Background: an optimization exercise with open tools, aiming at small area and a short achievable clock period. Do not read the settings as production practice. The RTL was checked by simulation tests, not by an equivalence proof against the original design. Power and IR drop assume default switching activity.

==> module div8, before the edit <==
module div8(input [7:0] a, input [7:0] b, input [1:0] m1, output [7:0] q);
  wire bz = ~|b;
  wire [7:0] qq;
  assign q = qq & {8{~bz}};
  wire [1:0] t3_1 = {b[0], b[0]};
  wire [2:0] s11 = {1'b0, a[7:6]} - {1'b0, b[1:0]};
  wire g11 = ~s11[2] & (b < 8'd4);
  wire [2:0] s12 = {1'b0, a[7:6]} - {1'b0, {b[0:0], 1'b0}};
  wire g12 = ~s12[2] & (b < 8'd2);
  wire [2:0] s13 = {1'b0, a[7:6]} - {1'b0, t3_1};
  wire g13 = ~s13[2] & (b <= 8'd1);
  assign qq[7] = g12;
  assign qq[6] = g13 | (g11 & ~g12);
  wire [9:0] b3; wire [8:0] b3c;
  assign b3[0] = b[0];
  assign b3c[0] = 1'b0;
  assign b3[1] = b[1] ^ b[0] ^ b3c[0];
  assign b3c[1] = (b[1] & b[0]) | (b[1] & b3c[0]) | (b[0] & b3c[0]);
  assign b3[2] = b[2] ^ b[1] ^ b3c[1];
  assign b3c[2] = (b[2] & b[1]) | (b[2] & b3c[1]) | (b[1] & b3c[1]);
  assign b3[3] = b[3] ^ b[2] ^ b3c[2];
  assign b3c[3] = (b[3] & b[2]) | (b[3] & b3c[2]) | (b[2] & b3c[2]);
  assign b3[4] = b[4] ^ b[3] ^ b3c[3];
  assign b3c[4] = (b[4] & b[3]) | (b[4] & b3c[3]) | (b[3] & b3c[3]);
  assign b3[5] = b[5] ^ b[4] ^ b3c[4];
  assign b3c[5] = (b[5] & b[4]) | (b[5] & b3c[4]) | (b[4] & b3c[4]);
  assign b3[6] = b[6] ^ b[5] ^ b3c[5];
  assign b3c[6] = (b[6] & b[5]) | (b[6] & b3c[5]) | (b[5] & b3c[5]);
  assign b3[7] = b[7] ^ b[6] ^ b3c[6];
  assign b3c[7] = (b[7] & b[6]) | (b[7] & b3c[6]) | (b[6] & b3c[6]);
  assign b3[8] = 1'b0 ^ b[7] ^ b3c[7];
  assign b3c[8] = (1'b0 & b[7]) | (1'b0 & b3c[7]) | (b[7] & b3c[7]);
  assign b3[9] = b3c[8];
  wire [3:0] r2 = {m1, a[5:4]};
  wire [3:0] t3_2 = {b[2] | (b[1] & b[0]), b[2] | (b[1] & ~b[0]), b[1] ^ b[0], b[0]};
  wire [4:0] s21 = {1'b0, r2} - {1'b0, b[3:0]};
  wire g21 = ~s21[4] & (b < 8'd16);
  wire [4:0] s22 = {1'b0, r2} - {1'b0, {b[2:0], 1'b0}};
  wire g22 = ~s22[4] & (b < 8'd8);
  wire [4:0] s23 = {1'b0, r2} - {1'b0, t3_2};
  wire g23 = ~s23[4] & (b <= 8'd5);
  assign qq[5] = g22;
  assign qq[4] = g23 | (g21 & ~g22);
  wire [3:0] m2 = g23 ? s23[3:0] : g22 ? s22[3:0] : g21 ? s21[3:0] : r2;
  wire [5:0] r3 = {m2, a[3:2]};
  wire [6:0] s31 = {1'b0, r3} - {1'b0, b[5:0]};
  wire g31 = ~s31[6] & (b < 8'd64);
  wire [6:0] s32 = {1'b0, r3} - {1'b0, {b[4:0], 1'b0}};
  wire g32 = ~s32[6] & (b < 8'd32);
  wire [6:0] s33 = {1'b0, r3} - {1'b0, b3[5:0]};
  wire g33 = ~s33[6] & (b <= 8'd21);
  assign qq[3] = g32;
  assign qq[2] = g33 | (g31 & ~g32);
  wire [5:0] m3 = g33 ? s33[5:0] : g32 ? s32[5:0] : g31 ? s31[5:0] : r3;
  wire [7:0] r4 = {m3, a[1:0]};
  wire [8:0] s41 = {1'b0, r4} - {1'b0, b[7:0]};
  wire g41 = ~s41[8] & 1'b1;
  wire [8:0] s42 = {1'b0, r4} - {1'b0, {b[6:0], 1'b0}};
  wire g42 = ~s42[8] & (b < 8'd128);
  wire [8:0] s43 = {1'b0, r4} - {1'b0, b3[7:0]};
  wire g43 = ~s43[8] & (b <= 8'd85);
  assign qq[1] = g42;
  assign qq[0] = g43 | (g41 & ~g42);
endmodule
export LEC_CHECK = 0
export CAP_MARGIN = 20
export CORE_MARGIN = 2
export CORE_UTILIZATION = 60
export SLEW_MARGIN = 20
create_clock -name core_clock -period 30.0 [get_ports {clk}]
standard.sh (not shown) runs the stock make flow with config.mk's settings and CLKGATE_MAP_FILE= SYNTH_SCRIPT=/design/flow/synth_recipe.tcl, a recipe that flattens the netlist after the stock synthesis.
==> flow/flow/run.sh <==
#!/bin/bash
# The standard layout, with plain buffers (buf_2) on the ports in place of the
# delay buffers buffer_ports picks by default.  Every tool's output goes to
# make.log here; ORFS also keeps each step's log under orfs/logs/.
set -euo pipefail
export BUFFER_PORTS_ARGS="-buffer_cell sky130_fd_sc_hd__buf_2"
bash standard.sh > make.log 2>&1
Change:
--- a/flow/design.v
+++ b/flow/design.v
@@ -188,32 +188,13 @@
   wire [2:0] s12 = {1'b0, a[7:6]} - {1'b0, {b[0:0], 1'b0}};
   wire g12 = ~s12[2] & (b < 8'd2);
   wire [2:0] s13 = {1'b0, a[7:6]} - {1'b0, t3_1};
   wire g13 = ~s13[2] & (b <= 8'd1);
   assign qq[7] = g12;
   assign qq[6] = g13 | (g11 & ~g12);
-  wire [9:0] b3; wire [8:0] b3c;
-  assign b3[0] = b[0];
-  assign b3c[0] = 1'b0;
-  assign b3[1] = b[1] ^ b[0] ^ b3c[0];
-  assign b3c[1] = (b[1] & b[0]) | (b[1] & b3c[0]) | (b[0] & b3c[0]);
-  assign b3[2] = b[2] ^ b[1] ^ b3c[1];
-  assign b3c[2] = (b[2] & b[1]) | (b[2] & b3c[1]) | (b[1] & b3c[1]);
-  assign b3[3] = b[3] ^ b[2] ^ b3c[2];
-  assign b3c[3] = (b[3] & b[2]) | (b[3] & b3c[2]) | (b[2] & b3c[2]);
-  assign b3[4] = b[4] ^ b[3] ^ b3c[3];
-  assign b3c[4] = (b[4] & b[3]) | (b[4] & b3c[3]) | (b[3] & b3c[3]);
-  assign b3[5] = b[5] ^ b[4] ^ b3c[4];
-  assign b3c[5] = (b[5] & b[4]) | (b[5] & b3c[4]) | (b[4] & b3c[4]);
-  assign b3[6] = b[6] ^ b[5] ^ b3c[5];
-  assign b3c[6] = (b[6] & b[5]) | (b[6] & b3c[5]) | (b[5] & b3c[5]);
-  assign b3[7] = b[7] ^ b[6] ^ b3c[6];
-  assign b3c[7] = (b[7] & b[6]) | (b[7] & b3c[6]) | (b[6] & b3c[6]);
-  assign b3[8] = 1'b0 ^ b[7] ^ b3c[7];
-  assign b3c[8] = (1'b0 & b[7]) | (1'b0 & b3c[7]) | (b[7] & b3c[7]);
-  assign b3[9] = b3c[8];
+  wire [9:0] b3 = {2'b00, b} + {1'b0, b, 1'b0};
   wire [3:0] r2 = {m1, a[5:4]};
   wire [3:0] t3_2 = {b[2] | (b[1] & b[0]), b[2] | (b[1] & ~b[0]), b[1] ^ b[0], b[0]};
   wire [4:0] s21 = {1'b0, r2} - {1'b0, b[3:0]};
   wire g21 = ~s21[4] & (b < 8'd16);
   wire [4:0] s22 = {1'b0, r2} - {1'b0, {b[2:0], 1'b0}};
   wire g22 = ~s22[4] & (b < 8'd8);
Effect: Die area rises by 2.0%. Wire length rises by 3.1%. First-iteration DRC count falls by 14%. Hold slack degrades by 0.15 ns. Clock power falls by 11%. Setup slack improves by 0.0074 ns. Critical path depth stays the same.

==> re-timing with driven ports <==
How much do the figures lean on ideal ports? The routed layouts below were timed once more, with nothing changed but the port constraints.
Step 1 sets driving cells, clkbuf_16 on the clock port and buf_2 on the other inputs (assumed; they add their load-dependent delay and slew).
Step 2, shift: input delay + t, output delay - t, t = (earliest + latest rising clock arrival at the registers) / 2. This alone moves slack from input paths to output paths.
Three values: ideal, step 1, step 2; two values: the first two.
| run | t, ns | slack for setup (ns) | worst setup path at the end | clock arrival spread, ns |
|---|---|---|---|---|
| the first run | 0.345 | 23.245 / 23.209 / 23.081 | input to register | 0.011 / 0.011 |
| the second run | 0.337 | 23.252 / 23.218 / 23.095 | input to register | 0.015 / 0.014 |
After both steps every run listed still meets setup and hold. For the first run, which loses most, drivers alone change the setup slack by -0.036 ns; drivers and shift together by -0.164 ns.
